Context: an optimization exercise on an open-source flow, tuned for small area, a short achievable clock period and few clock cycles per item. The choices shown serve that exercise and are no tape-out recipe.
Function was not checked in any run shown here: the RTL went through the layout flow alone.
Power and IR drop assume default switching activity.

## design/flow/flow/run.sh

```bash
#!/bin/bash
set -euo pipefail
export BUFFER_PORTS_ARGS="-buffer_cell sky130_fd_sc_hd__buf_1"
bash standard.sh > standard_flow.log 2>&1
```

## design/flow/config.mk

```make
export PLATFORM = sky130hd
export DESIGN_NAME = Fib
export DESIGN_NICKNAME = Fib
export VERILOG_FILES = /design/flow/design.v
export SDC_FILE = /design/flow/constraint.sdc
export NUM_CORES = 4
export LEC_CHECK = 0
export ABC_AREA = 1
export CAP_MARGIN = 20
export CORE_MARGIN = 2
export CORE_UTILIZATION = 40
export CTS_BUF_LIST = sky130_fd_sc_hd__clkbuf_8
export SETUP_SLACK_MARGIN = 2.5
export SLEW_MARGIN = 20
```

## design/flow/constraint.sdc

```tcl
create_clock -name core_clock -period 5.0 [get_ports {clk}]
set_input_delay 1.0000 -clock core_clock [delete_from_list [all_inputs] [get_ports {clk}]]
set_output_delay 1.0000 -clock core_clock [all_outputs]
set_load 0.01 [all_outputs]
```

## design/flow/standard.sh

```bash
#!/bin/bash
# synth_recipe.tcl (not shown) runs the flow's synth.tcl, then flattens the netlist and writes it again
# the make line also repeats each setting of config.mk as NAME=value (left out here)
make -C /OpenROAD-flow-scripts/flow DESIGN_CONFIG=/design/flow/config.mk WORK_HOME=/design/flow/orfs CLKGATE_MAP_FILE= SYNTH_SCRIPT=/design/flow/synth_recipe.tcl "${@:-finish}"
```

## design/flow/design.v

```verilog
module Fib
(
  input  clk,
  input  reset,
  input signed [32-1 : 0] fib_n,
  output signed [64-1 : 0] fib_return,
  output  fib_busy,
  input  fib_req
);
  function [63:0] rom(input [6:0] a);
    reg [5:0] h; reg [15:0] l; integer k;
    begin
      for (k = 0; k < 6; k = k + 1) h[k] = (a[6:4] == k);
      for (k = 0; k < 16; k = k + 1) l[k] = (a[3:0] == k);
      rom[0] = (h[0] & |(l & 16'h6db6)) | (h[1] & |(l & 16'hb6db)) | (h[2] & |(l & 16'hdb6d)) | (h[3] & |(l & 16'h6db6)) | (h[4] & |(l & 16'hb6db)) | (h[5] & |(l & 16'h1b6d));
      rom[1] = (h[0] & |(l & 16'h8618)) | (h[1] & |(l & 16'h1861)) | (h[2] & |(l & 16'h6186)) | (h[3] & |(l & 16'h8618)) | (h[4] & |(l & 16'h1861)) | (h[5] & |(l & 16'h2186));
      rom[2] = (h[0] & |(l & 16'h5a0)) | (h[1] & |(l & 16'ha05a)) | (h[2] & |(l & 16'h5a05)) | (h[3] & |(l & 16'h5a0)) | (h[4] & |(l & 16'ha05a)) | (h[5] & |(l & 16'h1a05));
      rom[3] = (h[0] & |(l & 16'h68c0)) | (h[1] & |(l & 16'hc057)) | (h[2] & |(l & 16'h5768)) | (h[3] & |(l & 16'h68c0)) | (h[4] & |(l & 16'hc057)) | (h[5] & |(l & 16'h1768));
      rom[4] = (h[0] & |(l & 16'h5d00)) | (h[1] & |(l & 16'hb68f)) | (h[2] & |(l & 16'h5430)) | (h[3] & |(l & 16'h5d00)) | (h[4] & |(l & 16'hb68f)) | (h[5] & |(l & 16'h1430));
      rom[5] = (h[0] & |(l & 16'he600)) | (h[1] & |(l & 16'h75d2)) | (h[2] & |(l & 16'h8ef6)) | (h[3] & |(l & 16'h8bb6)) | (h[4] & |(l & 16'hc309)) | (h[5] & |(l & 16'h159b));
      rom[6] = (h[0] & |(l & 16'he800)) | (h[1] & |(l & 16'h98b9)) | (h[2] & |(l & 16'hd32e)) | (h[3] & |(l & 16'hd175)) | (h[4] & |(l & 16'hd9bc)) | (h[5] & |(l & 16'he17));
      rom[7] = (h[0] & |(l & 16'h3000)) | (h[1] & |(l & 16'ha0a1)) | (h[2] & |(l & 16'hb99e)) | (h[3] & |(l & 16'hd798)) | (h[4] & |(l & 16'hccb)) | (h[5] & |(l & 16'h1379));
      rom[8] = (h[0] & |(l & 16'h4000)) | (h[1] & |(l & 16'h1bc1)) | (h[2] & |(l & 16'h7a13)) | (h[3] & |(l & 16'h6216)) | (h[4] & |(l & 16'hbd0a)) | (h[5] & |(l & 16'h3997));
      rom[9] = (h[0] & |(l & 16'h8000)) | (h[1] & |(l & 16'hccb7)) | (h[2] & |(l & 16'h21a2)) | (h[3] & |(l & 16'h59a3)) | (h[4] & |(l & 16'hcbbc)) | (h[5] & |(l & 16'h3a14));
      rom[10] = (h[1] & |(l & 16'hbc2)) | (h[2] & |(l & 16'hf7af)) | (h[3] & |(l & 16'h8cc2)) | (h[4] & |(l & 16'h67a6)) | (h[5] & |(l & 16'h3ace));
      rom[11] = (h[1] & |(l & 16'hbcb4)) | (h[2] & |(l & 16'h2fa9)) | (h[3] & |(l & 16'h666f)) | (h[4] & |(l & 16'h5fa8)) | (h[5] & |(l & 16'h1708));
      rom[12] = (h[1] & |(l & 16'h7d18)) | (h[2] & |(l & 16'h2971)) | (h[3] & |(l & 16'h5e84)) | (h[4] & |(l & 16'h8970)) | (h[5] & |(l & 16'hf66));
      rom[13] = (h[1] & |(l & 16'h4ba0)) | (h[2] & |(l & 16'hf141)) | (h[3] & |(l & 16'he5de)) | (h[4] & |(l & 16'ha2d)) | (h[5] & |(l & 16'h2433));
      rom[14] = (h[1] & |(l & 16'h3cc0)) | (h[2] & |(l & 16'h415a)) | (h[3] & |(l & 16'h8508)) | (h[4] & |(l & 16'haf0)) | (h[5] & |(l & 16'h1ef4));
      rom[15] = (h[1] & |(l & 16'hfd00)) | (h[2] & |(l & 16'h5a3a)) | (h[3] & |(l & 16'h68d0)) | (h[4] & |(l & 16'hd1f6)) | (h[5] & |(l & 16'h132e));
      rom[16] = (h[1] & |(l & 16'h2600)) | (h[2] & |(l & 16'he197)) | (h[3] & |(l & 16'h5d0d)) | (h[4] & |(l & 16'hc98)) | (h[5] & |(l & 16'h22f3));
      rom[17] = (h[1] & |(l & 16'h2800)) | (h[2] & |(l & 16'h5a14)) | (h[3] & |(l & 16'h3d66)) | (h[4] & |(l & 16'h667b)) | (h[5] & |(l & 16'h2f2f));
      rom[18] = (h[1] & |(l & 16'hf000)) | (h[2] & |(l & 16'h3ace)) | (h[3] & |(l & 16'h2633)) | (h[4] & |(l & 16'he84c)) | (h[5] & |(l & 16'h32f2));
      rom[19] = (h[1] & |(l & 16'h4000)) | (h[2] & |(l & 16'h9708)) | (h[3] & |(l & 16'h4599)) | (h[4] & |(l & 16'h868b)) | (h[5] & |(l & 16'h3442));
      rom[20] = (h[1] & |(l & 16'h8000)) | (h[2] & |(l & 16'hcf66)) | (h[3] & |(l & 16'he8cc)) | (h[4] & |(l & 16'hb30a)) | (h[5] & |(l & 16'h2e82));
      rom[21] = (h[2] & |(l & 16'h6433)) | (h[3] & |(l & 16'h8666)) | (h[4] & |(l & 16'h740a)) | (h[5] & |(l & 16'h1eb4));
      rom[22] = (h[2] & |(l & 16'h5ef4)) | (h[3] & |(l & 16'h5e8)) | (h[4] & |(l & 16'h4367)) | (h[5] & |(l & 16'h1318));
      rom[23] = (h[2] & |(l & 16'h3e98)) | (h[3] & |(l & 16'hb3eb)) | (h[4] & |(l & 16'h82e9)) | (h[5] & |(l & 16'h1416));
      rom[24] = (h[2] & |(l & 16'hfea0)) | (h[3] & |(l & 16'hafea)) | (h[4] & |(l & 16'h287)) | (h[5] & |(l & 16'h15a3));
      rom[25] = (h[2] & |(l & 16'h25c0)) | (h[3] & |(l & 16'hc487)) | (h[4] & |(l & 16'h6f04)) | (h[5] & |(l & 16'h23af));
      rom[26] = (h[2] & |(l & 16'h4500)) | (h[3] & |(l & 16'hb3df)) | (h[4] & |(l & 16'h5f68)) | (h[5] & |(l & 16'h21f));
      rom[27] = (h[2] & |(l & 16'h5e00)) | (h[3] & |(l & 16'h74bf)) | (h[4] & |(l & 16'h8986)) | (h[5] & |(l & 16'h2c9));
      rom[28] = (h[2] & |(l & 16'h8800)) | (h[3] & |(l & 16'h43c9)) | (h[4] & |(l & 16'hd168)) | (h[5] & |(l & 16'h2bc));
      rom[29] = (h[2] & |(l & 16'hd000)) | (h[3] & |(l & 16'h34bc)) | (h[4] & |(l & 16'hceb)) | (h[5] & |(l & 16'h347d));
      rom[30] = (h[2] & |(l & 16'h6000)) | (h[3] & |(l & 16'h98a6)) | (h[4] & |(l & 16'hbd31)) | (h[5] & |(l & 16'h184b));
      rom[31] = (h[2] & |(l & 16'h8000)) | (h[3] & |(l & 16'hcd1e)) | (h[4] & |(l & 16'ha62c)) | (h[5] & |(l & 16'hde7));
      rom[32] = (h[3] & |(l & 16'h6613)) | (h[4] & |(l & 16'h7346)) | (h[5] & |(l & 16'hbe9));
      rom[33] = (h[3] & |(l & 16'he814)) | (h[4] & |(l & 16'h9985)) | (h[5] & |(l & 16'h3c87));
      rom[34] = (h[3] & |(l & 16'heb78)) | (h[4] & |(l & 16'h17b3)) | (h[5] & |(l & 16'h10b2));
      rom[35] = (h[3] & |(l & 16'h5c20)) | (h[4] & |(l & 16'h14c2)) | (h[5] & |(l & 16'h1674));
      rom[36] = (h[3] & |(l & 16'h8b40)) | (h[4] & |(l & 16'h1502)) | (h[5] & |(l & 16'he98));
      rom[37] = (h[3] & |(l & 16'hd180)) | (h[4] & |(l & 16'h78d9)) | (h[5] & |(l & 16'h87b));
      rom[38] = (h[3] & |(l & 16'hba00)) | (h[4] & |(l & 16'h4d0c)) | (h[5] & |(l & 16'h2697));
      rom[39] = (h[3] & |(l & 16'hcc00)) | (h[4] & |(l & 16'he60b)) | (h[5] & |(l & 16'h1ea2));
      rom[40] = (h[3] & |(l & 16'hd000)) | (h[4] & |(l & 16'h3367)) | (h[5] & |(l & 16'h3eaf));
      rom[41] = (h[3] & |(l & 16'h6000)) | (h[4] & |(l & 16'hf432)) | (h[5] & |(l & 16'h872));
      rom[42] = (h[3] & |(l & 16'h8000)) | (h[4] & |(l & 16'h4342)) | (h[5] & |(l & 16'h3df4));
      rom[43] = (h[4] & |(l & 16'h82ef)) | (h[5] & |(l & 16'h3d2e));
      rom[44] = (h[4] & |(l & 16'h284)) | (h[5] & |(l & 16'h10f3));
      rom[45] = (h[4] & |(l & 16'hb468)) | (h[5] & |(l & 16'h2099));
      rom[46] = (h[4] & |(l & 16'hc330)) | (h[5] & |(l & 16'h1bcc));
      rom[47] = (h[4] & |(l & 16'h6f40)) | (h[5] & |(l & 16'h3a66));
      rom[48] = (h[4] & |(l & 16'he980)) | (h[5] & |(l & 16'h3a85));
      rom[49] = (h[4] & |(l & 16'hea00)) | (h[5] & |(l & 16'h3ab3));
      rom[50] = (h[4] & |(l & 16'h5c00)) | (h[5] & |(l & 16'h21c2));
      rom[51] = (h[4] & |(l & 16'h5000)) | (h[5] & |(l & 16'h2cb4));
      rom[52] = (h[4] & |(l & 16'he000)) | (h[5] & |(l & 16'h675));
      rom[53] = (h[4] & |(l & 16'h8000)) | (h[5] & |(l & 16'h1e98));
      rom[54] = (h[5] & |(l & 16'h25cd));
      rom[55] = (h[5] & |(l & 16'h1e66));
      rom[56] = (h[5] & |(l & 16'h25e8));
      rom[57] = (h[5] & |(l & 16'h530));
      rom[58] = (h[5] & |(l & 16'h540));
      rom[59] = (h[5] & |(l & 16'h3380));
      rom[60] = (h[5] & |(l & 16'h200));
      rom[61] = (h[5] & |(l & 16'h3400));
      rom[62] = (h[5] & |(l & 16'h1800));
      rom[63] = (h[5] & |(l & 16'h2000));
    end
  endfunction
  reg  [63:0] cur, nxt;
  reg  [31:0] cnt;
  reg         busy;
  reg  [2:0]  ph;        
  reg  [1:0]  st;        
  reg         c;         
  reg         b;         
  wire neg  = fib_n[31];
  wire big  = ~neg & ((|fib_n[30:7]) | (fib_n[6:0] >= 7'd94));
  wire [63:0] tab = neg ? 64'h0 : rom(fib_n[6:0]);
  wire first = (ph == 3'd0);
  wire last  = (ph == 3'd7);
  wire [8:0] sum = nxt[7:0] + cur[7:0] + c;
  wire [7:0] nin = st[1] ? sum[7:0] : {7'd0, st[0] & first};
  wire [4:0] dec = {1'b0, cnt[3:0]} - b;
  wire       under = dec[4];
  always @(posedge clk) begin
    if (busy) begin
      cur <= {nxt[7:0], cur[63:8]};
    end else if (fib_req) begin
      cur <= tab;
    end
    nxt <= {nin, nxt[63:8]};
    if (busy)
      cnt <= {dec[3:0], cnt[31:4]};
    else
      cnt <= fib_n;
    c <= sum[8] & ~last;
    b <= busy & (last | under);
  end
  always @(posedge clk) begin
    if (reset) begin
      busy <= 1'b0;
      ph <= 3'd0;
      st <= 2'd0;
    end else if (busy) begin
      ph <= ph + 3'd1;
      if (last) begin
        if (st != 2'd2) st <= st + 2'd1;
        if (st == 2'd2 && under) busy <= 1'b0;
      end
    end else if (fib_req & big) begin
      busy <= 1'b1;
      ph <= 3'd0;
      st <= 2'd0;
    end
  end
  assign fib_return = cur;
  assign fib_busy = busy;
endmodule
```

==> results of run 1 <==
layout by cell type, fill, tap and decap left out, types with 4 or more instances in the layout:
cell type	Yosys	routed
sky130_fd_sc_hd__o21ai_1	37	43
sky130_fd_sc_hd__nor2_1	99	81
sky130_fd_sc_hd__dfxtp_1	104	103
sky130_fd_sc_hd__buf_6	0	5
sky130_fd_sc_hd__inv_1	65	56
sky130_fd_sc_hd__clkbuf_8	0	18
sky130_fd_sc_hd__nand4_1	20	20
sky130_fd_sc_hd__clkinv_8	0	5
sky130_fd_sc_hd__nor2_4	4	11
sky130_fd_sc_hd__nor3_1	13	12
sky130_fd_sc_hd__nor2_2	5	18
sky130_fd_sc_hd__o21ai_0	106	95
sky130_fd_sc_hd__edfxtp_1	64	64
sky130_fd_sc_hd__a31oi_1	11	10
sky130_fd_sc_hd__buf_1	4	93
sky130_fd_sc_hd__o211ai_1	7	7
sky130_fd_sc_hd__nand2_1	395	367
sky130_fd_sc_hd__ha_1	13	13
sky130_fd_sc_hd__nand2_2	12	32
sky130_fd_sc_hd__inv_2	19	20
sky130_fd_sc_hd__nand3_1	86	84
sky130_fd_sc_hd__buf_4	5	38
sky130_fd_sc_hd__nand2_4	0	7
sky130_fd_sc_hd__inv_8	0	4
sky130_fd_sc_hd__clkinvlp_4	0	6
sky130_fd_sc_hd__a21oi_1	51	48
path summary, 6_finish.rpt:
path | slack (ns) | end
worst min-delay path | 0.33 | nxt[54]
worst min register to register | 0.33 | nxt[54]
worst max-delay path | 2.32 | cur[32]
worst max register to register | 2.78 | cur[34]
metal layers:
metal / wire, um / up-vias / GRT usage (%) / part of all wire [%]
li1: - / 4205 / - / -
met1: 17100 / 4592 / 50.2 / 37
met2: 19400 / 787 / 60.6 / 42
met3: 5460 / 248 / 12.7 / 12
met4: 4230 / 0 / 28.0 / 9.2
met5: 0 / - / 0 / 0
worst max-delay path, stage by stage:
cell and delay (ns):
sky130_fd_sc_hd__buf_4 0.19, sky130_fd_sc_hd__inv_2 0.23, sky130_fd_sc_hd__nor2_2 0.13, sky130_fd_sc_hd__nand2_2 0.24, sky130_fd_sc_hd__nand2_1 0.17, sky130_fd_sc_hd__nor2_1 0.17
sky130_fd_sc_hd__inv_1 0.08, sky130_fd_sc_hd__o211ai_1 0.29, sky130_fd_sc_hd__nand4_1 0.32
cell type report:
cell class | count | area (sq um)
clock inverters | 14 | 178
repair inverters | 1 | 7.51
fillers | 2142 | 10800
well taps | 275 | 344
inverters | 86 | 352
clock buffers | 18 | 248
repair buffers | 141 | 763
multi-input cells | 888 | 4420
flip-flops and latches | 168 | 4010
stage by stage:
stage | hold WS (ns) | worst slack, ns | instances
final | 0.327 | 2.32 | 1591
after global routing | 0.328 | 2.37 | 1591
after CTS | 0.324 | 2.47 | 1579
after detailed placement | 0.313 | 0.921 | 1535
after global placement | 0.311 | 0.795 | 1535
after floorplan | 0.310 | 2.59 | 1181
flip-flops by register name, summed over array words and instances, names as in the netlist:
register	count
c	1
cur	64
nxt	64
busy	1
b	1
ph	3
cnt	32
st	2
power by group:
group          internal [mW]  switching [mW]
Clock                  0.401           0.627
Combinational          0.168           0.490
Sequential              1.54          0.0631
Total                   2.11            1.18
kinds of logic after synthesis:
group | count (synthesis) | share of synthesized area, %
simple gates | 639 | 30.9
flops | 168 | 46.4
buf+inv | 127 | 5.80
xor+xnor | 1 | 0.102
compound gates | 231 | 14.4
fa+ha+maj | 15 | 2.35
repair_timing:
item | CTS | global route
setup endpoints to repair | 132 | 46
buffers inserted | 10 | 11
pin swaps | 1 | 9
cloned | 2 | 1
gates resized for setup | 70 | 53
==> run_results.csv, run 1 <==
group,metric,value,unit
drt,num_vias,9832,
pwr,powerDensity,318,nW/um^2
drt,first_pass_iters,7,
final_layout,utilization,48.9,%
global_routing,grt_pass1_wl,64800,um
placed_design,place.port_buffers,99,
synthesis,synth_enable_flop_cells,64,
synthesis,synthesized_netlist_net_count,1231,
critical_path,cp-end-kind,"flip-flop",
critical_path,reg2reg_depth,6,
synthesis,ys_warns,1,
clocking,ctsLongestPathBuffers,2,
drt,wirelength,46100,um
drt,initialDrtViolationCount,1598,
sta,max_clock_freq,373,MHz
synthesis,syn_inst,1181,
critical_path,critical_path_arrival,2.83,ns
sta,period_minus_slack,2.68,ns
clocking,clk_transition_reported_paths,0.11,ns
pwr,design_power_total,3.29,mW
sta,timing.final.setup_violations,0,
clocking,clock-sinks,168,
clocking,holdBufCountCts,0,
worst_hold_path,timing.hold.worst.start,"nxt[62]",
clocking,cts-root-buf,"sky130_fd_sc_hd__clkbuf_8",
floorplan,dieWidth,151,um
synthesis,netlist.area_leader.share,24.1,%
worst_hold_path,whs_path_depth,0,
global_routing,grt_util_all_layers,40.7,%
final_layout,num_antenna_cells,0,
synthesis,asyncSetResetFlopFracSynth,0,%
synthesis,area_of_the_mapped_netlist,8620,sq um
synthesis,synth.top_cells.by_count,"sky130_fd_sc_hd__nand2_1, sky130_fd_sc_hd__o21ai_0, sky130_fd_sc_hd__dfxtp_1",
final_layout,post_route_cells_drive_above_1_share,14.9,%
floorplan,start_util,40.9,%
worst_hold_path,hp-class,"reg -> reg",
placed_design,hpwlAfterDp,33700,um
synthesis,synth_sequential_area_ratio,46.4,%
drt,drt.antenna.violating_nets,0,
clocking,cts-buffers-inserted,17,
drt,route.detailed.vias_per_inst,6.18,
clocking,worst_skew_pair.late_latency,0.48,ns
sta,finalHoldViolCount,0,
placed_design,place_area,9330,sq um
pwr,peakVddDrop,0.177,mV
critical_path,worstReg2RegStart,"busy",
synthesis,postSynth.topFlopCell,"sky130_fd_sc_hd__dfxtp_1",
clocking,cts_htree_levels,4,
floorplan,core,21100,sq um
sta,timing.slew.headroom,34.4,%
sta,clock-skew-final,0.0226,ns
floorplan,rows,53,
clocking,clock_tree_from_tritoncts,"done",
drt,route.detailed.drc,0,
sta,finalCritPeriodShare,53.6,%
sta,rsz_0062_raised_after_global_routing,"yes",
critical_path,path_max_fanout,11,
global_routing,initial_antenna_violation_count,1,
pwr,static-leakage-power,4.81,nW
status,outcome,"no timing/DRC/antenna violations",
final_layout,syn2layout_area_growth,19.7,%
floorplan,ioPinCount,100,
global_routing,grt.overflow.total,0,
sta,worstMarginPinSlew,0.983,ns
drt,routed_wire_length_per_instance,29.0,um
synthesis,netlist_top_cells_area,"sky130_fd_sc_hd__dfxtp_1, sky130_fd_sc_hd__edfxtp_1, sky130_fd_sc_hd__nand2_1",
sta,final_number_of_max_transition_violations,0,
global_routing,maximum_number_of_pins_on_one_net_before_global_route_repair,65,
placed_design,routabilityCongestion,1.19,
final_layout,finish.instance_area,10300,sq um
final_layout,final_nets,1353,
critical_path,criticalPathCategory,"in -> reg",
critical_path,critical_path_required,5.14,ns
floorplan,floorplan.die.height,151,um
synthesis,synthMostInstantiatedCell,"sky130_fd_sc_hd__nand2_1",
synthesis,synth_top_cell_by_area,"sky130_fd_sc_hd__dfxtp_1",
flow_run,max_cap_viols,0,
synthesis,synth-seq-cells,168,
global_routing,first_global_vias,9366,
critical_path,critical_path.startpoint,"fib_n[0]",
floorplan,area_enclosed_by_the_die_boundary,22800,sq um
critical_path,startpoint_type,"input port",
sta,fin_tns_setup,0,ns
synthesis,synth.distinct_cells,41,
synthesis,postSynthAreaPerCell,7.30,sq um
==> run 2, diff against run 1 <==
==> design/flow/flow/run.sh (replaced) <==
#!/bin/bash
set -euo pipefail
export BUFFER_PORTS_ARGS="-buffer_cell sky130_fd_sc_hd__buf_1"
export CTS_ARGS="-sink_clustering_enable -repair_clock_nets -buf_list sky130_fd_sc_hd__clkbuf_8 -dont_use_dummy_load"
bash standard.sh > standard_flow.log 2>&1
--- a/design/flow/config.mk
+++ b/design/flow/config.mk
@@ -11,3 +11,2 @@
 export CORE_UTILIZATION = 40
-export CTS_BUF_LIST = sky130_fd_sc_hd__clkbuf_8
 export SETUP_SLACK_MARGIN = 2.5
==> run_results.csv, run 2 <==
group,metric,value,unit
sta,worstMarginPinSlew,0.962,ns
sta,timing.final.setup_violations,0,
critical_path,cp-end-kind,"flip-flop",
placed_design,hpwlAfterDp,33700,um
drt,initialDrtViolationCount,1482,
sta,finalHoldViolCount,0,
floorplan,core,21100,sq um
placed_design,routabilityCongestion,1.19,
flow_run,max_cap_viols,0,
sta,clock-skew-final,0.0371,ns
critical_path,critical_path_required,5.10,ns
drt,route.detailed.drc,0,
synthesis,synth_enable_flop_cells,64,
synthesis,netlist_top_cells_area,"sky130_fd_sc_hd__dfxtp_1, sky130_fd_sc_hd__edfxtp_1, sky130_fd_sc_hd__nand2_1",
final_layout,final_cell_mix,"sky130_fd_sc_hd__nand2_1, sky130_fd_sc_hd__dfxtp_1, sky130_fd_sc_hd__o21ai_0, sky130_fd_sc_hd__buf_1, sky130_fd_sc_hd__nand3_1",
synthesis,ys_warns,1,
final_layout,syn2layout_area_growth,18.2,%
clocking,cts-buffers-inserted,17,
clocking,ctsLongestPathBuffers,2,
sta,period_minus_slack,2.62,ns
floorplan,start_util,40.9,%
final_layout,utilization,48.4,%
global_routing,first_global_vias,9375,
critical_path,startpoint_type,"input port",
synthesis,synth.distinct_cells,41,
synthesis,synthesized_netlist_net_count,1231,
synthesis,synthMostInstantiatedCell,"sky130_fd_sc_hd__nand2_1",
drt,route.detailed.vias_per_inst,6.31,
sta,max_clock_freq,381,MHz
synthesis,postSynthAreaPerCell,7.30,sq um
placed_design,place.port_buffers,99,
global_routing,initial_antenna_violation_count,0,
sta,fin_tns_setup,0,ns
critical_path,criticalPathCategory,"in -> reg",
floorplan,dieWidth,151,um
sta,finalCritPeriodShare,52.5,%
global_routing,grt_pass1_wl,64200,um
floorplan,area_enclosed_by_the_die_boundary,22800,sq um
pwr,static-leakage-power,4.74,nW
floorplan,rows,53,
synthesis,netlist.area_leader.share,24.1,%
synthesis,area_of_the_mapped_netlist,8620,sq um
pwr,powerDensity,296,nW/um^2
status,outcome,"no timing/DRC/antenna violations",
drt,drt.antenna.violating_nets,0,
drt,first_pass_iters,6,
clocking,worst_skew_pair.late_latency,0.46,ns
critical_path,critical_path_arrival,2.72,ns
clocking,holdBufCountCts,0,
final_layout,final_nets,1351,
sta,final_number_of_max_transition_violations,0,
worst_hold_path,hp-class,"reg -> reg",
synthesis,synth_top_cell_by_area,"sky130_fd_sc_hd__dfxtp_1",
synthesis,asyncSetResetFlopFracSynth,0,%
global_routing,grt_util_all_layers,40.3,%
clocking,cts-root-buf,"sky130_fd_sc_hd__clkbuf_8",
clocking,clk_transition_reported_paths,0.10,ns
sta,timing.slew.headroom,35.8,%
critical_path,path_max_fanout,13,
synthesis,postSynth.topFlopCell,"sky130_fd_sc_hd__dfxtp_1",
synthesis,syn_inst,1181,
synthesis,synth.top_cells.by_count,"sky130_fd_sc_hd__nand2_1, sky130_fd_sc_hd__o21ai_0, sky130_fd_sc_hd__dfxtp_1",
global_routing,maximum_number_of_pins_on_one_net_before_global_route_repair,65,
clocking,clock_tree_from_tritoncts,"done",
clocking,clock-sinks,168,
drt,wirelength,46000,um
sta,rsz_0062_raised_after_global_routing,"yes",
floorplan,floorplan.die.height,151,um
pwr,peakVddDrop,0.170,mV
synthesis,synth-seq-cells,168,
final_layout,final_common_cell,"sky130_fd_sc_hd__nand2_1",
final_layout,reg.largest.list,"cur: 64 flops, nxt: 64 flops, cnt: 32 flops",
floorplan,ioPinCount,100,
global_routing,grt.overflow.total,0,
synthesis,synth_sequential_area_ratio,46.4,%
drt,num_vias,9940,
final_layout,post_route_cells_drive_above_1_share,14.1,%
clocking,cts_htree_levels,4,
drt,routed_wire_length_per_instance,29.2,um
[run 2: cell counts after synthesis]
No cell type changed its count.
[run 2: power breakdown]
group,total (mW),switching (mW),internal (mW)
Clock,0.754,0.452,0.301
Combinational,0.659,0.490,0.168
Sequential,1.60,0.0644,1.54
Total,3.01,1.01,2.01
[run 2: layer usage]
metal / vias to the layer above / track usage, % / share of wire, %
li1: 4186 / - / -
met5: - / 0 / 0
met3: 252 / 12.8 / 12
met1: 4680 / 49.5 / 37
met2: 822 / 59.3 / 42
met4: 0 / 29.7 / 9.0
[run 2: kinds of logic (layout without fill, tap and decap cells)]
family / after synthesis / after routing / synth area share [%]
simple gates: 639 / 640 / 30.9
other cells: 0 / 1 / 0
fa+ha+maj: 15 / 15 / 2.35
compound gates: 231 / 231 / 14.4
flops: 168 / 168 / 46.4
xor+xnor: 1 / 1 / 0.102
buf+inv: 127 / 244 / 5.80
[run 2: layout make-up]
class	count	area, sq um
well taps	275	344
diodes	1	2.50
flip-flops and latches	168	4010
multi-input cells	887	4480
repair buffers	140	757
inverters	86	365
clock buffers	17	234
repair inverters	1	7.51
fillers	2172	10900
[run 2: final timing paths]
check                              start  endpoint  slack [ns]  cells past startpoint
worst max-delay path            fib_n[3]   cur[32]        2.38                     10
worst min-delay path             nxt[45]   nxt[37]        0.30                      0
worst max register to register      busy   cur[33]        2.75                      3
worst min register to register   nxt[45]   nxt[37]        0.30                      0
[run 2: stage by stage]
| step | worst slack, ns | hold WS [ns] | power (mW) | area (sq um) | cells |
|---|---|---|---|---|---|
| global route | 2.39 | 0.304 | 3.11 | 10200 | 1574 |
| global placement | 0.795 | 0.311 | 2.21 | 9330 | 1535 |
| finish | 2.38 | 0.299 | 3.01 | 10200 | 1575 |
| detailed placement | 0.921 | 0.313 | 2.20 | 9330 | 1535 |
| floorplan | 2.59 | 0.310 | 1.93 | 8630 | 1181 |
| CTS | 2.46 | 0.300 | 2.97 | 9900 | 1566 |
[run 2: worst max-delay path, cell delays in order]
cell,delay [ns]
sky130_fd_sc_hd__buf_6,0.15
sky130_fd_sc_hd__inv_6,0.14
sky130_fd_sc_hd__nor2_4,0.09
sky130_fd_sc_hd__clkbuf_2,0.16
sky130_fd_sc_hd__nand2_4,0.16
sky130_fd_sc_hd__nand2_1,0.14
sky130_fd_sc_hd__nor2_2,0.14
sky130_fd_sc_hd__inv_1,0.07
sky130_fd_sc_hd__o211ai_1,0.32
sky130_fd_sc_hd__nand4_1,0.32
[run 2: repair_timing]
action                                  4_1_cts  5_1_grt
pin swaps                                     1       13
buffers inserted                             12        8
cloned                                        2        0
endpoints found under the setup margin      131       47
resized for setup                            81       65
==> run 3, diff against run 2 <==
--- a/design/flow/config.mk
+++ b/design/flow/config.mk
@@ -11,3 +11,3 @@
 export CORE_UTILIZATION = 40
-export SETUP_SLACK_MARGIN = 2.5
+export SETUP_SLACK_MARGIN = 3.0
 export SLEW_MARGIN = 20
==> run_results.csv, run 3 <==
group,metric,value,unit
status,outcome,"no timing/DRC/antenna violations",
floorplan,core,21100,sq um
drt,num_vias,10923,
pwr,power.share.combinational,29.7,%
drt,initialDrtViolationCount,1502,
final_layout,num_antenna_cells,0,
pwr,peakVddDrop,0.132,mV
global_routing,grt_util_all_layers,44.4,%
clocking,cts-root-buf,"sky130_fd_sc_hd__clkbuf_8",
drt,route.detailed.drc,0,
critical_path,critical_path_arrival,2.63,ns
global_routing,grt_pass1_wl,70700,um
critical_path,startpoint_type,"input port",
floorplan,floorplan.die.height,151,um
global_routing,maximum_number_of_pins_on_one_net_before_global_route_repair,65,
pwr,powerDensity,251,nW/um^2
synthesis,synthMostInstantiatedCell,"sky130_fd_sc_hd__nand2_1",
worst_hold_path,hp-class,"reg -> reg",
sta,period_minus_slack,2.40,ns
final_layout,final_cell_mix,"sky130_fd_sc_hd__nand2_1, sky130_fd_sc_hd__buf_4, sky130_fd_sc_hd__dfxtp_1, sky130_fd_sc_hd__edfxtp_1, sky130_fd_sc_hd__nand3_1",
synthesis,synth.distinct_cells,41,
clocking,ctsLongestPathBuffers,2,
sta,rsz_0062_raised_after_global_routing,"yes",
sta,worstMarginPinSlew,0.673,ns
critical_path,path_max_fanout,6,
synthesis,postSynthAreaPerCell,7.30,sq um
placed_design,place.port_buffers,99,
synthesis,synth_enable_flop_cells,64,
pwr,static-leakage-power,6.21,nW
critical_path,criticalPathCategory,"in -> reg",
final_layout,final_nets,1511,
clocking,cts-buffers-inserted,17,
pwr,power.internal,2.20,mW
placed_design,hpwlAfterDp,34000,um
sta,final_number_of_max_transition_violations,0,
sta,finalCritPeriodShare,48.0,%
critical_path,critical_path_required,5.24,ns
drt,drt.antenna.violating_nets,0,
critical_path,cp-end-kind,"flip-flop",
sta,finalHoldViolCount,0,
flow_run,max_cap_viols,0,
synthesis,synth.top_cells.by_count,"sky130_fd_sc_hd__nand2_1, sky130_fd_sc_hd__o21ai_0, sky130_fd_sc_hd__dfxtp_1",
sta,timing.slew.headroom,55.1,%
pwr,netSwitchingFraction,34.6,%
clocking,clock-sinks,168,
synthesis,asyncSetResetFlopFracSynth,0,%
pwr,net-switching-power,1.16,mW
synthesis,area_of_the_mapped_netlist,8620,sq um
sta,timing.final.setup_violations,0,
synthesis,synth_top_cell_by_area,"sky130_fd_sc_hd__dfxtp_1",
synthesis,ys_warns,1,
floorplan,rows,53,
drt,route.detailed.vias_per_inst,6.30,
global_routing,first_global_vias,10145,
pwr,clockPowerShare,22.8,%
placed_design,routabilityCongestion,1.14,
final_layout,post_route_cells_drive_above_1_share,39.5,%
clocking,clk_transition_reported_paths,0.12,ns
clocking,worst_skew_pair.late_latency,0.47,ns
drt,first_pass_iters,9,
final_layout,reg.largest.list,"cur: 64 flops, nxt: 64 flops, cnt: 32 flops",
floorplan,ioPinCount,100,
synthesis,netlist.area_leader.share,24.1,%
sta,max_clock_freq,417,MHz
synthesis,synthesized_netlist_net_count,1231,
clocking,clock_tree_from_tritoncts,"done",
final_layout,final_common_cell,"sky130_fd_sc_hd__nand2_1",
final_layout,syn2layout_area_growth,55.1,%
floorplan,dieWidth,151,um
global_routing,initial_antenna_violation_count,0,
drt,routed_wire_length_per_instance,29.8,um
sta,fin_tns_setup,0,ns
global_routing,grt.overflow.total,0,
pwr,pwr-share-seq,47.5,%
synthesis,postSynth.topFlopCell,"sky130_fd_sc_hd__dfxtp_1",
final_layout,n_fill_cell,1774,
sta,clock-skew-final,0.0497,ns
floorplan,start_util,40.9,%
drt,wirelength,51600,um
synthesis,synth-seq-cells,168,
floorplan,area_enclosed_by_the_die_boundary,22800,sq um
clocking,holdBufCountCts,0,
synthesis,netlist_top_cells_area,"sky130_fd_sc_hd__dfxtp_1, sky130_fd_sc_hd__edfxtp_1, sky130_fd_sc_hd__nand2_1",
final_layout,utilization,63.4,%
synthesis,syn_inst,1181,
clocking,cts_htree_levels,4,
synthesis,synth_sequential_area_ratio,46.4,%
## run 3: cells by family (layout without fill, tap and decap cells)
kind of cell | count (synthesis) | after routing | synth area share, %
flip-flops | 168 | 168 | 46.4
XOR/XNOR | 1 | 1 | 0.102
buffers and inverters | 127 | 402 | 5.80
AO/OA/AOI/OAI | 231 | 231 | 14.4
adder cells (fa/ha/maj) | 15 | 15 | 2.35
AND/OR/NAND/NOR | 639 | 642 | 30.9
## run 3: final timing paths
check / start / endpoint / slack (ns) / cells past startpoint
setup / recovery: fib_n[6] / cur[5] / 2.60 / 10
hold / removal: nxt[39] / nxt[31] / 0.29 / 0
setup reg to reg: cur[0] / nxt[62] / 3.06 / 11
hold reg to reg: nxt[39] / nxt[31] / 0.29 / 0
## run 3: through the flow
step	setup slack, ns	hold WS (ns)	total power [mW]	std cells	instance area [sq um]
2_1_floorplan	2.75	0.310	1.96	1181	9020
3_3_place_gp	1.13	0.310	2.24	1529	9600
3_5_place_dp	1.17	0.312	2.23	1529	9600
4_1_cts	2.73	0.290	3.20	1684	12400
5_1_grt	2.61	0.285	3.44	1734	13400
6_report	2.60	0.286	3.36	1734	13400
## run 3: metal layers
layer	up-vias	share of wire [%]	global-route usage (%)
met5	-	0	0
met4	0	9.9	31.4
met3	328	13	13.5
met2	990	41	66.8
met1	5069	36	54.1
li1	4536	-	-
## run 3: worst max-delay path, stage by stage
cell                      delay, ns
sky130_fd_sc_hd__buf_2         0.18
sky130_fd_sc_hd__inv_1         0.13
sky130_fd_sc_hd__nand2_2       0.24
sky130_fd_sc_hd__inv_1         0.16
sky130_fd_sc_hd__nand2_1       0.22
sky130_fd_sc_hd__nand3_1       0.12
sky130_fd_sc_hd__nor2_1        0.13
sky130_fd_sc_hd__nand3_1       0.14
sky130_fd_sc_hd__o21ai_2       0.24
sky130_fd_sc_hd__nand2_1       0.07
## run 3: timing repair
item	CTS	global route
gates resized for setup	357	167
cloned	7	0
endpoints found under the setup margin	177	193
endpoints found under the hold margin	0	0
pin swaps	70	65
buffers inserted	131	50
## run 3: layout make-up
type / count / area (sq um) / area share, %
clock buffers: 17 / 234 / 1.75
inverters: 86 / 477 / 3.56
multi-input cells: 889 / 5800 / 43.3
flip-flops and latches: 168 / 4010 / 30.0
well taps: 275 / 344 / 2.57
repair buffers: 297 / 2500 / 18.7
repair inverters: 2 / 16.3 / 0.122
## run 3: power by group through the flow
stage	combinational, mW	sequential [mW]	clock, mW
3_5_place_dp	0.597	1.63	0
5_1_grt	1.03	1.60	0.806
3_3_place_gp	0.609	1.63	0
4_1_cts	0.844	1.59	0.764
2_1_floorplan	0.334	1.63	0
6_report	0.998	1.59	0.765
==> run 4, diff against run 3 <==
--- a/design/flow/design.v
+++ b/design/flow/design.v
@@ -80,2 +80,3 @@
   endfunction
+  wire [63:0] romv = rom(fib_n[6:0]);
   reg  [63:0] cur, nxt;
@@ -89,3 +90,3 @@
   wire big  = ~neg & ((|fib_n[30:7]) | (fib_n[6:0] >= 7'd94));
-  wire [63:0] tab = neg ? 64'h0 : rom(fib_n[6:0]);
+  wire [63:0] tab = neg ? 64'h0 : romv;
   wire first = (ph == 3'd0);
@@ -97,7 +98,5 @@
   always @(posedge clk) begin
-    if (busy) begin
-      cur <= {nxt[7:0], cur[63:8]};
-    end else if (fib_req) begin
-      cur <= tab;
-    end
+    cur <= ({64{busy}} & {nxt[7:0], cur[63:8]})
+         | ({64{~busy & fib_req}} & tab)
+         | ({64{~busy & ~fib_req}} & cur);
     nxt <= {nin, nxt[63:8]};
==> design/flow/flow/run.sh (replaced) <==
#!/bin/bash
set -euo pipefail
export BUFFER_PORTS_ARGS="-buffer_cell sky130_fd_sc_hd__buf_1"
export CTS_ARGS="-sink_clustering_enable -repair_clock_nets -dont_use_dummy_load"
bash standard.sh > standard_flow.log 2>&1
--- a/design/flow/config.mk
+++ b/design/flow/config.mk
@@ -11,3 +11,4 @@
 export CORE_UTILIZATION = 40
-export SETUP_SLACK_MARGIN = 3.0
+export PLACE_DENSITY = 0.85
+export SETUP_SLACK_MARGIN = 2.5
 export SLEW_MARGIN = 20
==> run_results.csv, run 4 <==
group,metric,value,unit
critical_path,flop2flop_setup_slack,2.74,ns
worst_hold_path,hp-class,"reg -> reg",
synthesis,synthMostInstantiatedCell,"sky130_fd_sc_hd__nand2_1",
synthesis,synth.distinct_cells,45,
global_routing,global_route.usage.met2,61.5,%
global_routing,maximum_number_of_pins_on_one_net_before_global_route_repair,62,
final_layout,n_fill_cell,2096,
clocking,cts-root-buf,"sky130_fd_sc_hd__clkbuf_16",
synthesis,postSynth.topFlopCell,"sky130_fd_sc_hd__dfxtp_1",
drt,initialDrtViolationCount,1477,
synthesis,synth_enable_flop_cells,0,
drt,routed_wire_length_per_instance,28.2,um
final_layout,final_nets,1392,
clocking,ctsLongestPathBuffers,2,
global_routing,first_global_vias,9634,
synthesis,syn_inst,1209,
floorplan,start_util,40.8,%
drt,first_pass_iters,6,
synthesis,synth_sequential_area_ratio,40.6,%
drt,drt.antenna.violating_nets,0,
synthesis,netlist.area_leader.share,40.6,%
sta,worstMarginPinSlew,0.697,ns
final_layout,final_cell_mix,"sky130_fd_sc_hd__nand2_1, sky130_fd_sc_hd__dfxtp_1, sky130_fd_sc_hd__o21ai_0, sky130_fd_sc_hd__nand3_1, sky130_fd_sc_hd__buf_1",
global_routing,grt_util_all_layers,41.4,%
clocking,clock_tree_from_tritoncts,"done",
synthesis,synthesized_netlist_net_count,1259,
sta,max_clock_freq,386,MHz
final_layout,multi_input_gate_area_in_the_final_layout,4750,sq um
floorplan,dieWidth,148,um
sta,finalHoldViolCount,0,
clocking,clk_transition_reported_paths,0.08,ns
status,outcome,"no timing/DRC/antenna violations",
sta,final_number_of_max_transition_violations,0,
clocking,cts_htree_levels,4,
synthesis,postSynthAreaPerCell,6.85,sq um
synthesis,ys_warns,1,
final_layout,num_antenna_cells,0,
final_layout,syn2layout_area_growth,22.2,%
sta,period_minus_slack,2.59,ns
sta,fin_tns_setup,0,ns
placed_design,place.port_buffers,99,
critical_path,path_max_fanout,13,
synthesis,netlist_top_cells_area,"sky130_fd_sc_hd__dfxtp_1, sky130_fd_sc_hd__nand2_1, sky130_fd_sc_hd__o21ai_0",
critical_path,criticalPathCategory,"in -> reg",
final_layout,reg.largest.list,"cur: 64 flops, nxt: 64 flops, cnt: 32 flops",
final_layout,post_route_cells_drive_above_1_share,13.7,%
pwr,peakVddDrop,0.222,mV
placed_design,routabilityCongestion,1.16,
floorplan,rows,52,
synthesis,synth-seq-cells,168,
final_layout,sequential_cell_area,3370,sq um
global_routing,initial_antenna_violation_count,1,
synthesis,synth_top_cell_by_area,"sky130_fd_sc_hd__dfxtp_1",
floorplan,floorplan.die.height,148,um
sta,finalCritPeriodShare,51.8,%
drt,wirelength,45400,um
final_layout,final_common_cell,"sky130_fd_sc_hd__nand2_1",
floorplan,core,20300,sq um
sta,hold_slack,0.316,ns
sta,clock-skew-final,0.0268,ns
synthesis,asyncSetResetFlopFracSynth,0,%
global_routing,grt.overflow.total,0,
pwr,powerDensity,311,nW/um^2
global_routing,met1_usage,52.8,%
clocking,cts-buffers-inserted,17,
pwr,static-leakage-power,4.80,nW
floorplan,ioPinCount,100,
clocking,clock-sinks,168,
global_routing,met3_usage,10.4,%
critical_path,startpoint_type,"input port",
sta,timing.final.setup_violations,0,
clocking,worst_skew_pair.late_latency,0.43,ns
global_routing,grt-busiest-layer,"met2",
drt,num_vias,10070,
sta,rsz_0062_raised_after_global_routing,"yes",
critical_path,critical_path_arrival,2.93,ns
flow_run,max_cap_viols,0,
clocking,holdBufCountCts,0,
global_routing,grt_pass1_wl,65600,um
drt,route.detailed.drc,0,
critical_path,cp-end-kind,"flip-flop",
drt,route.detailed.vias_per_inst,6.25,
floorplan,area_enclosed_by_the_die_boundary,21900,sq um
sta,timing.slew.headroom,53.4,%
placed_design,hpwlAfterDp,33600,um
critical_path,critical_path_required,5.34,ns
synthesis,synth.top_cells.by_count,"sky130_fd_sc_hd__nand2_1, sky130_fd_sc_hd__dfxtp_1, sky130_fd_sc_hd__o21ai_0",
synthesis,area_of_the_mapped_netlist,8280,sq um
## run 4: cell types whose count changed in the layout (fill, tap and decap cells not counted), moves of 36 or more
cell / previous run / this run
sky130_fd_sc_hd__a22oi_1: 1 / 42
sky130_fd_sc_hd__buf_1: 41 / 95
sky130_fd_sc_hd__buf_4: 147 / 57
sky130_fd_sc_hd__clkbuf_2: 47 / 2
sky130_fd_sc_hd__dfxtp_1: 103 / 167
sky130_fd_sc_hd__edfxtp_1: 64 / 0
sky130_fd_sc_hd__nand2_1: 306 / 349
sky130_fd_sc_hd__nand3_1: 60 / 97
sky130_fd_sc_hd__o21ai_0: 50 / 122
sky130_fd_sc_hd__o21ai_1: 49 / 13
sky130_fd_sc_hd__o21ai_2: 37 / 1
## run 4: stage by stage
stage | power [mW] | std cells | utilization (%) | setup slack [ns] | instance area [sq um]
finish | 3.15 | 1610 | 49.9 | 2.41 | 10100
global placement | 2.02 | 1565 | 44.6 | 1.32 | 9050
detailed placement | 2.01 | 1565 | 44.6 | 1.37 | 9050
CTS | 3.09 | 1594 | 47.8 | 2.39 | 9710
global route | 3.23 | 1610 | 49.9 | 2.42 | 10100
floorplan | 1.76 | 1209 | - | 2.69 | 8280
## run 4: cell families after synthesis
family                   count (synthesis)  share of synthesized area (%)
AND/OR/NAND/NOR                        622                           31.5
buffers and inverters                  135                           6.41
adder cells (fa/ha/maj)                 15                           2.45
AO/OA/AOI/OAI                          267                           18.8
flip-flops                             168                           40.6
XOR/XNOR                                 2                          0.212
## run 4: report_power, final
| part | total, mW | switching, mW | internal (mW) | leakage [nW] |
|---|---|---|---|---|
| clock network | 1.08 | 0.490 | 0.591 | 0.209 |
| registers | 1.47 | 0.0653 | 1.40 | 1.37 |
| logic | 0.603 | 0.435 | 0.167 | 3.22 |
| total | 3.15 | 0.991 | 2.16 | 4.80 |
## run 4: area by class of cell
type	instances	area share, %
sequential	168	33.3
multi-input combinational	906	46.9
clock buffer	17	4.20
timing repair buffer	161	8.75
tap	270	3.34
inverter	88	3.54
## run 4: path summary, 6_finish.rpt
| kind | startpoint | end | cells past startpoint |
|---|---|---|---|
| worst min register to register | nxt[31] | nxt[23] | 0 |
| worst max register to register | busy | cur[38] | 6 |
| worst max-delay path | fib_n[3] | cur[34] | 9 |
| worst min-delay path | nxt[31] | nxt[23] | 0 |
## run 4: repair_timing
item / CTS / global route
pin swaps: 3 / 10
setup endpoints to repair: 61 / 50
hold endpoints to repair: 0 / 0
buffers inserted: 12 / 16
gates resized for setup: 49 / 89
## run 4: worst max-delay path: stages
cell                      delay (ns)
sky130_fd_sc_hd__buf_4          0.24
sky130_fd_sc_hd__nand2_1        0.26
sky130_fd_sc_hd__nor2_2         0.37
sky130_fd_sc_hd__inv_1          0.23
sky130_fd_sc_hd__nand2_1        0.26
sky130_fd_sc_hd__nor2_1         0.11
sky130_fd_sc_hd__nand3_1        0.18
sky130_fd_sc_hd__a22oi_1        0.12
sky130_fd_sc_hd__o21ai_1        0.14
## run 4: layer usage
metal  wire, um  vias up
met1      17300     4750
li1           -     4325
met2      19300      765
met4       3840        0
met5          0        -
met3       4990      230
==> run 5, diff against run 4 <==
--- a/design/flow/config.mk
+++ b/design/flow/config.mk
@@ -12,3 +12,3 @@
 export PLACE_DENSITY = 0.85
-export SETUP_SLACK_MARGIN = 2.5
+export SETUP_SLACK_MARGIN = 2.6
 export SLEW_MARGIN = 20
==> run_results.csv, run 5 <==
group,metric,value,unit
critical_path,critical_path.startpoint,"fib_n[3]",
final_layout,final_common_cell,"sky130_fd_sc_hd__nand2_1",
sta,finalCritPeriodShare,49.8,%
floorplan,rows,52,
clocking,holdBufCountCts,0,
placed_design,placed_cells_incl_taps,1565,
clocking,cts_htree_levels,4,
critical_path,critical_path_arrival,2.84,ns
sta,timing.slew.headroom,51.1,%
final_layout,n_fill_cell,2055,
critical_path,path_max_fanout,13,
critical_path,cp-end-kind,"flip-flop",
pwr,peakVddDrop,0.223,mV
clocking,worst_skew_pair.late_latency,0.44,ns
final_layout,reg.largest.list,"cur: 64 flops, nxt: 64 flops, cnt: 32 flops",
final_layout,final_nets,1413,
drt,routed_wire_length_per_instance,28.2,um
synthesis,postSynth.topFlopCell,"sky130_fd_sc_hd__dfxtp_1",
clocking,clock-sinks,168,
final_layout,post_layout_nonfiller_instances,1632,
floorplan,area_enclosed_by_the_die_boundary,21900,sq um
clocking,cts-buffers-inserted,17,
drt,route.detailed.drc,0,
global_routing,first_global_vias,9629,
critical_path,worst_path_dominant_cell_family,"simple AND/OR/NAND/NOR gates",
critical_path,path_buf_inv,1,
clocking,cts-root-buf,"sky130_fd_sc_hd__clkbuf_16",
clocking,clock_tree_from_tritoncts,"done",
drt,drt.antenna.violating_nets,0,
clocking,clk_transition_reported_paths,0.08,ns
final_layout,post_route_cells_drive_above_1_share,17.6,%
global_routing,grt.overflow.total,0,
synthesis,synth_enable_flop_cells,0,
placed_design,routabilityCongestion,1.16,
floorplan,floorplan.die.height,148,um
pwr,powerDensity,303,nW/um^2
synthesis,synth-seq-cells,168,
worst_hold_path,timing.hold.worst.start,"nxt[31]",
final_layout,syn2layout_area_growth,27.4,%
sta,rsz_0062_raised_after_global_routing,"yes",
synthesis,synth.top_cells.by_count,"sky130_fd_sc_hd__nand2_1, sky130_fd_sc_hd__dfxtp_1, sky130_fd_sc_hd__o21ai_0",
synthesis,netlist_top_cells_area,"sky130_fd_sc_hd__dfxtp_1, sky130_fd_sc_hd__nand2_1, sky130_fd_sc_hd__o21ai_0",
critical_path,startpoint_type,"input port",
sta,final_number_of_max_transition_violations,0,
sta,finalHoldViolCount,0,
status,outcome,"no timing/DRC/antenna violations",
floorplan,core,20300,sq um
synthesis,asyncSetResetFlopFracSynth,0,%
critical_path,critical_path.slowest_cell,"sky130_fd_sc_hd__o21ai_0",
critical_path,worstReg2RegStart,"cur[0]",
drt,num_vias,10140,
placed_design,hpwlAfterDp,33600,um
synthesis,synth.distinct_cells,45,
synthesis,synthesized_netlist_net_count,1259,
sta,timing.final.setup_violations,0,
sta,period_minus_slack,2.49,ns
final_layout,final_cell_mix,"sky130_fd_sc_hd__nand2_1, sky130_fd_sc_hd__dfxtp_1, sky130_fd_sc_hd__o21ai_0, sky130_fd_sc_hd__nand3_1, sky130_fd_sc_hd__buf_1",
global_routing,grt_util_all_layers,41.8,%
synthesis,syn_inst,1209,
global_routing,maximum_number_of_pins_on_one_net_before_global_route_repair,62,
synthesis,synth_sequential_area_ratio,40.6,%
synthesis,area_of_the_mapped_netlist,8280,sq um
sta,worstMarginPinSlew,0.733,ns
synthesis,netlist.area_leader.share,40.6,%
clocking,ctsLongestPathBuffers,2,
drt,initialDrtViolationCount,1581,
synthesis,postSynthAreaPerCell,6.85,sq um
floorplan,dieWidth,148,um
worst_hold_path,hp-class,"reg -> reg",
synthesis,synth_top_cell_by_area,"sky130_fd_sc_hd__dfxtp_1",
critical_path,critical_path_s_most_frequent_cell,"sky130_fd_sc_hd__nand2_1",
synthesis,synthMostInstantiatedCell,"sky130_fd_sc_hd__nand2_1",
final_layout,sequential_cell_area,3370,sq um
global_routing,initial_antenna_violation_count,2,
floorplan,start_util,40.8,%
flow_run,max_cap_viols,0,
critical_path,critical_path_required,5.35,ns
drt,route.detailed.vias_per_inst,6.21,
synthesis,ys_warns,1,
sta,max_clock_freq,402,MHz
sta,hold_slack,0.313,ns
pwr,static-leakage-power,4.99,nW
floorplan,ioPinCount,100,
placed_design,place.port_buffers,99,
drt,wirelength,46100,um
sta,fin_tns_setup,0,ns
critical_path,cp_cell_sequence,"buf_6, nor2_4, nand2_1, nand3_1, nor3_1, o21ai_0, nand2_1, nand4_1",
sta,clock-skew-final,0.0277,ns
critical_path,slowest_delay,0.37,ns
drt,first_pass_iters,5,
final_layout,multi_input_gate_area_in_the_final_layout,4930,sq um
critical_path,criticalPathCategory,"in -> reg",
global_routing,grt_pass1_wl,66100,um
## run 5: cell counts after synthesis
No cell type changed its count.
## run 5: cell type report
cell class	count	area share [%]
clock buffers	17	4.03
multi-input cells	906	46.7
repair buffers	182	10.6
well taps	270	3.20
flip-flops and latches	168	31.9
inverters	88	3.55
diodes	1	0.0237
## run 5: final timing paths
path / endpoint / slack, ns / cells past startpoint
worst max register to register: nxt[62] / 2.89 / 11
worst max-delay path: cur[31] / 2.51 / 8
worst min register to register: nxt[23] / 0.31 / 0
worst min-delay path: nxt[23] / 0.31 / 0
## run 5: logic make-up (layout without fill, tap and decap cells)
kind of cell	Yosys count	in the layout	synth area share, %
other cells	0	1	0
compound gates	267	267	18.8
xor+xnor	2	2	0.212
simple gates	622	622	31.5
fa+ha+maj	15	15	2.45
buf+inv	135	287	6.41
flops	168	168	40.6
## run 5: timing repair
action | CTS | global route
gates cloned | 0 | 1
pin swaps | 5 | 18
resized for setup | 98 | 126
endpoints found under the setup margin | 66 | 43
setup buffers | 15 | 33
## run 5: metal layers
layer / share of wire (%) / wire [um] / track usage, % / up-vias
li1: - / - / - / 4378
met3: 12 / 5400 / 11.2 / 263
met4: 8.4 / 3890 / 27.1 / 2
met2: 42 / 19600 / 62.7 / 789
met1: 37 / 17200 / 53.1 / 4708
met5: 0.022 / 10 / 0 / -
## run 5: where the power goes
group	switching, mW	internal (mW)	total [mW]	leakage, nW
registers	0.0655	1.40	1.47	1.37
logic	0.454	0.187	0.641	3.41
clock network	0.492	0.591	1.08	0.209
total	1.01	2.18	3.19	4.99
## run 5: per-stage QoR
stage | setup WS [ns] | util, % | instance area (sq um) | power, mW
after global routing | 2.49 | 51.9 | 10500 | 3.27
after detailed placement | 1.37 | 44.6 | 9050 | 2.01
after floorplan | 2.69 | - | 8280 | 1.76
after global placement | 1.32 | 44.6 | 9050 | 2.02
final | 2.51 | 52.0 | 10500 | 3.19
after CTS | 2.51 | 48.7 | 9880 | 3.11

## re-timing with driven ports
No port has a modelled driver above. Below, the same layouts with a new extraction and two added sets of constraints. Step 1: set_driving_cell puts a clkbuf_16 on clk and a buf_2 on each other input, an assumption about the parent block. Step 2 adds t to the input delays and takes it off the output delays; t is the mean of the earliest and latest rising clock arrival at the registers after step 1. Input paths then give back, and output paths get back, about the clock's delay inside the block. a / b / c = ideal / step 1 / step 2; a / b = the first two.
| run | t, ns | slack for setup (ns) | clock arrival spread, ns | worst register clock-pin slew, ns | cell pins on the clock port's net |
|---|---|---|---|---|---|
| run 1 | 0.517 | 2.318 / 2.345 / 1.828 | 0.024 / 0.024 | 0.12 / 0.12 | 1 |
| run 2 | 0.489 | 2.375 / 2.389 / 1.899 | 0.038 / 0.039 | 0.11 / 0.11 | 1 |
| run 3 | 0.488 | 2.602 / 2.590 / 2.102 | 0.059 / 0.059 | 0.12 / 0.12 | 1 |
| run 4 | 0.464 | 2.410 / 2.417 / 1.953 | 0.028 / 0.028 | 0.08 / 0.08 | 1 |
| run 5 | 0.469 | 2.510 / 2.518 / 2.049 | 0.028 / 0.028 | 0.08 / 0.08 | 1 |
After both steps every run listed still meets setup and hold. The setup slack of run 3, which loses most, moves by -0.012 ns with the drivers and by -0.500 ns with both steps.
